Background: an optimization exercise with open tools, aiming at small area. Do not read the settings as production practice. Only simulation tests tie the RTL to the original design; equivalence was not proved. The flow treats the clock pin as an ideal source, which a real chip does not have. Power and IR drop assume default switching activity.

==> flow/design.v <==
module TwentyFiveMHz(clk, reset, en_nxt);
	input clk, reset;
	output en_nxt;
	reg [1:0] cnt;
	assign en_nxt = &cnt;
	always @(posedge clk or posedge reset)
		if (reset) cnt <= 2'd0;
		else cnt <= cnt + 2'd1;
endmodule
module ClearPending(clk, reset, pend);
	input clk, reset;
	output reg pend;
	always @(posedge clk or posedge reset)
		if (reset) pend <= 1'b1;
		else pend <= 1'b0;
endmodule
module HorizontalCnt(vga_clk, en, clr, HcntValue, VcntEnable);
	input vga_clk, en, clr;
	output reg [9:0] HcntValue;
	output reg VcntEnable;
	wire wrap = HcntValue[9] & HcntValue[8] & HcntValue[5];
	always @(posedge vga_clk) begin
		if (clr) begin
			HcntValue <= 10'd0;
			VcntEnable <= 1'b0;
		end
		else if (en) begin
			HcntValue <= wrap ? 10'd0 : HcntValue + 10'd1;
			VcntEnable <= wrap;
		end
	end
endmodule
module VerticalCnt(vga_clk, en, clr, VcntEnable, VcntValue);
	input vga_clk, en, clr, VcntEnable;
	output reg [8:0] VcntValue;
	wire wrap = VcntValue[8] & VcntValue[7] & VcntValue[6] & VcntValue[0];
	always @(posedge vga_clk) begin
		if (clr) VcntValue <= 9'd0;
		else if (en & VcntEnable) VcntValue <= wrap ? 9'd0 : VcntValue + 9'd1;
	end
endmodule
module kbd_protocol(clr, clk, en, ps2clk, ps2data, key, strobe);
	input clr, clk, en, ps2clk, ps2data;
	output [7:0] key;
	output reg strobe;
	reg [3:0] st;
	wire fall = st[3];
	always @(posedge clk)
		if (clr) st <= 4'd0;
		else if (en) begin
			case (st)
				4'd0, 4'd1, 4'd2, 4'd3: st <= ps2clk ? st + 4'd1 : 4'd0;
				4'd4:                   st <= ps2clk ? 4'd4 : 4'd5;
				4'd5, 4'd6, 4'd7:       st <= ps2clk ? 4'd1 : st + 4'd1;
				default:                st <= ps2clk ? 4'd1 : 4'd0;
			endcase
		end
	reg [3:0] cnt;       
	reg [8:0] sr;        
	reg par;             
	reg f0;              
	wire last = cnt[3] & cnt[1];                
	wire shift = ~(cnt[3] & (cnt[1] | cnt[0]));  
	assign key = sr[8:1];
	always @(posedge clk)
		if (en & fall) begin
			if (shift) sr <= {ps2data, sr[8:1]};
			par <= (cnt == 4'd0) ? ps2data : par ^ ps2data;
		end
	always @(posedge clk)
		if (clr) begin
			cnt <= 4'd0;
			f0 <= 1'b0;
			strobe <= 1'b0;
		end
		else if (en) begin
			strobe <= 1'b0;
			if (fall) begin
				if (last) begin
					cnt <= 4'd0;
					if (~sr[0] & ps2data & par) begin
						if (f0) begin
							strobe <= 1'b1;
							f0 <= 1'b0;
						end
						else if (sr[8:1] == 8'hF0) f0 <= 1'b1;
					end
				end
				else cnt <= cnt + 4'd1;
			end
		end
endmodule
module vgasync(clr, clk, en, HcntValue, VcntValue, hsync, vsync, r, g, b, key, strobe);
	input clk, en, strobe, clr;
	input [7:0] key;
	input [9:0] HcntValue;
	input [8:0] VcntValue;
	output hsync, vsync;
	output [2:0] r, g, b;
	function ge10(input [9:0] x, input [9:0] k);
		integer i;
		begin
			ge10 = 1'b1;
			for (i = 0; i < 10; i = i + 1)
				ge10 = k[i] ? (x[i] & ge10) : (x[i] | ge10);
		end
	endfunction
	wire [9:0] H = HcntValue;
	wire [8:0] V = VcntValue;
	assign hsync = clr | ~(ge10(H, 10'd16) & ~ge10(H, 10'd111));
	assign vsync = ~clr & (V == 9'd12);
	wire v50 = ge10({1'b0, V}, 10'd50);
	wire v250 = ge10({1'b0, V}, 10'd250);
	wire h161 = ge10(H, 10'd161);
	wire h374 = ge10(H, 10'd374);
	wire h587 = ge10(H, 10'd587);
	wire h800 = H[9] & H[8] & H[5];
	wire row1 = ~clr & v50 & ~v250;
	wire row2 = ~clr & v250;
	wire col1 = h161 & ~h374;
	wire col2 = h374 & ~h587;
	wire col3 = h587 & ~h800;
	wire kstb = en & strobe;
	wire [3:0] hi = key[7:4], lo = key[3:0];
	wire h1 = hi == 4'h1, h2 = hi == 4'h2, h3 = hi == 4'h3, h7 = hi == 4'h7;
	wire l6 = lo == 4'h6, le = lo == 4'hE, l5 = lo == 4'h5;
	wire m1 = h1 & l6, m2 = h1 & le, m3 = h2 & l6, m4 = h2 & l5;
	wire m5 = h2 & le, m6 = h3 & l6, m0 = h7 & l6;
	wire zk = m0 | m1 | m2 | m3 | m4 | m5 | m6;
	wire kr = h2 & (lo == 4'hD), kg = h3 & (lo == 4'h4), kb = h3 & (lo == 4'h2);
	reg [2:0] zone;
	reg [1:0] tag;
	wire z0 = (zone == 3'd7);
	always @(posedge clk)
		if (clr) begin
			zone <= 3'd7;
			tag <= 2'd0;
		end
		else if (kstb) begin
			if (zk) zone <= {key[3] ^ key[6], key[4], key[5] ^ key[0]};
			tag <= z0 ? 2'd0 : {kg | kb, kr | kb};
		end
	wire blank = kstb & z0;
	wire [3:1] step = {3{kstb}} & {tag == 2'd3, tag == 2'd2, tag == 2'd1};
	wire [12:0] shown [1:6];    
	function [2:0] wcode(input integer w);
		case (w)
			1: wcode = 3'd2;    
			2: wcode = 3'd6;    
			3: wcode = 3'd1;    
			4: wcode = 3'd0;    
			5: wcode = 3'd5;    
			default: wcode = 3'd3;    
		endcase
	endfunction
	genvar w;
	generate
		for (w = 1; w <= 6; w = w + 1) begin : win
			window wn(.clk(clk), .clr(clr), .we(kstb & (zone == wcode(w))),
			          .blank(blank), .step(step), .shown(shown[w]));
		end
	endgenerate
	function [2:0] level(input [3:0] c);
		reg [2:0] m;
		begin
			case (c[2:0])
				3'b000: m = 3'd0;
				3'b101: m = 3'd1;
				3'b011: m = 3'd2;
				3'b010: m = 3'd3;
				3'b110: m = 3'd4;
				3'b100: m = 3'd5;
				3'b111: m = 3'd6;
				default: m = 3'bxxx;
			endcase
			level = c[3] ? ~m : m;
		end
	endfunction
	wire [11:0] t1 = ({12{col1 & ~shown[1][12]}} & shown[1][11:0]) |
	                 ({12{col2 & ~shown[2][12]}} & shown[2][11:0]) |
	                 ({12{col3 & ~shown[3][12]}} & shown[3][11:0]);
	wire [11:0] t2 = ({12{col1 & ~shown[4][12]}} & shown[4][11:0]) |
	                 ({12{col2 & ~shown[5][12]}} & shown[5][11:0]) |
	                 ({12{col3 & ~shown[6][12]}} & shown[6][11:0]);
	wire [11:0] s = ({12{row1}} & t1) | ({12{row2}} & t2);
	assign r = level(s[3:0]);
	assign g = level(s[7:4]);
	assign b = level(s[11:8]);
endmodule
module window(clk, clr, we, blank, step, shown);
	input clk, clr, we, blank;
	input [3:1] step;
	output [12:0] shown;
	reg [2:0] sr, sg, sb;
	reg dr, dg, db;
	reg blk;
	wire er = we & step[1];
	wire eg = we & step[2];
	wire eb = we & step[3];
	always @(posedge clk)
		if (clr) begin
			{sr, sg, sb, dr, dg, db, blk} <= 13'd0;
		end
		else begin
			if (er) begin
				sr <= {~sr[0], sr[2] ^ sr[1], ~sr[1]};
				dr <= dr ^ (sr[2] & sr[1] & sr[0]);
			end
			if (eg) begin
				sg <= {~sg[0], sg[2] ^ sg[1], ~sg[1]};
				dg <= dg ^ (sg[2] & sg[1] & sg[0]);
			end
			if (eb) begin
				sb <= {~sb[0], sb[2] ^ sb[1], ~sb[1]};
				db <= db ^ (sb[2] & sb[1] & sb[0]);
			end
			if (we) blk <= 1'b0;
			else if (blank) blk <= 1'b1;
		end
	assign shown = {blk, db, sb, dg, sg, dr, sr};
endmodule
module top(reset, clk, ps2clk, ps2data, hsync, vsync, red, green, blue);
	input reset, clk;
	input ps2clk, ps2data;
	output hsync, vsync;
	output [2:0] red, green, blue;
	wire tick;
	wire [9:0] Hcount;
	wire [8:0] Vcount;
	wire Venable;
	wire kstrobe;
	wire [7:0] key;
	wire pend;
	TwentyFiveMHz cl25(clk, reset, tick);
	ClearPending clr(clk, reset, pend);
	HorizontalCnt hcnt(clk, tick, pend, Hcount, Venable);
	VerticalCnt vcnt(clk, tick, pend, Venable, Vcount);
	kbd_protocol kbdp(pend, clk, tick, ps2clk, ps2data, key, kstrobe);
	vgasync vga(pend, clk, tick, Hcount, Vcount, hsync, vsync, red, green, blue, key, kstrobe);
endmodule
clock: 10.0 ns
lec_check: 0
cap_margin: 20
core_margin: 2
core_utilization: 40
slew_margin: 20
standard.sh (not shown) runs the stock make flow with config.mk's settings and CLKGATE_MAP_FILE= SYNTH_SCRIPT=/design/flow/synth_recipe.tcl, a recipe that flattens the netlist after the stock synthesis.
==> flow/flow/run.sh <==
#!/bin/bash
# Own layout flow: the standard synthesis, then its combinational logic
# re-mapped by ABC for area (flip-flops kept as they are), then the standard
# layout steps with a clock tree built without dummy loads and the port
# buffers swapped to the smallest buffer.
set -euo pipefail
W=$(pwd)
R=$W/orfs/results/$FLOW_PLATFORM/top/base
CTS="-sink_clustering_enable -repair_clock_nets -dont_use_dummy_load -buf_list sky130_fd_sc_hd__clkbuf_4"

bash standard.sh synth > $W/flow_synth.log 2>&1
cp $R/1_2_yosys.v $R/1_2_yosys_std.v
LIB=$FLOW_HOME/platforms/$FLOW_PLATFORM/lib/sky130_fd_sc_hd__tt_025C_1v80.lib \
IN=$R/1_2_yosys_std.v OUT=$R/1_2_yosys.v TOP=$FLOW_TOP \
  yosys -c $W/flow/remap.tcl > $W/flow_remap.log 2>&1
rm -f $R/1_synth.odb $R/1_synth.sdc
bash standard.sh "CTS_ARGS=$CTS" "PRE_CTS_TCL=$W/flow/portbuf.tcl" finish > $W/flow_finish.log 2>&1
Other scripts of this flow, unchanged in this note and not shown: flow/flow/portbuf.tcl, flow/flow/remap.tcl
The baseline completed without violations.
Then changed:
--- a/flow/design.v
+++ b/flow/design.v
@@ -15,20 +15,19 @@
 		else pend <= 1'b0;
 endmodule
 module HorizontalCnt(vga_clk, en, clr, HcntValue, VcntEnable);
 	input vga_clk, en, clr;
 	output reg [9:0] HcntValue;
-	output reg VcntEnable;
+	output VcntEnable;
 	wire wrap = HcntValue[9] & HcntValue[8] & HcntValue[5];
+	assign VcntEnable = wrap;
 	always @(posedge vga_clk) begin
 		if (clr) begin
 			HcntValue <= 10'd0;
-			VcntEnable <= 1'b0;
 		end
 		else if (en) begin
 			HcntValue <= wrap ? 10'd0 : HcntValue + 10'd1;
-			VcntEnable <= wrap;
 		end
 	end
 endmodule
 module VerticalCnt(vga_clk, en, clr, VcntEnable, VcntValue);
 	input vga_clk, en, clr, VcntEnable;
@@ -106,11 +105,12 @@
 		end
 	endfunction
 	wire [9:0] H = HcntValue;
 	wire [8:0] V = VcntValue;
 	assign hsync = clr | ~(ge10(H, 10'd16) & ~ge10(H, 10'd111));
-	assign vsync = ~clr & (V == 9'd12);
+	wire h0 = (H == 10'd0);
+	assign vsync = ~clr & (V[8:1] == 8'd6) & (V[0] == h0);
 	wire v50 = ge10({1'b0, V}, 10'd50);
 	wire v250 = ge10({1'b0, V}, 10'd250);
 	wire h161 = ge10(H, 10'd161);
 	wire h374 = ge10(H, 10'd374);
 	wire h587 = ge10(H, 10'd587);
Outcome: The changed run ran to the end with no violations; sequential power falls by about 0.8%; clock-buffer cell count is unchanged; clock power hardly moves; design area barely changes; final cell count rises by 2.3%; die area falls by 0.30%; global-route usage falls by 0.52 points.

## separate check: timing with driven ports
The results above use ideal ports. As a check the final layouts listed here were re-extracted and re-timed, cells and wires unchanged.
Step 1 assumes that a clkbuf_16 drives the clock port and a buf_2 every other input.
Step 2 moves the port delays by t, midway between the first and last clock arrival at a register: inputs arrive t later, outputs are due t later. That takes back most of the time a late clock gives input paths.
a / b / c = no drivers / after step 1 / after step 2; a / b = the first two.
run | t (ns) | setup slack, ns | worst setup path after step 2 | worst slew at a driven data input, ns
the first run | 0.540 | 4.353 / 4.319 / 4.858 | register to output | 0.03
the second run | 0.534 | 4.132 / 4.098 / 4.633 | register to output | 0.03
After both steps setup and hold are still met in every run listed.
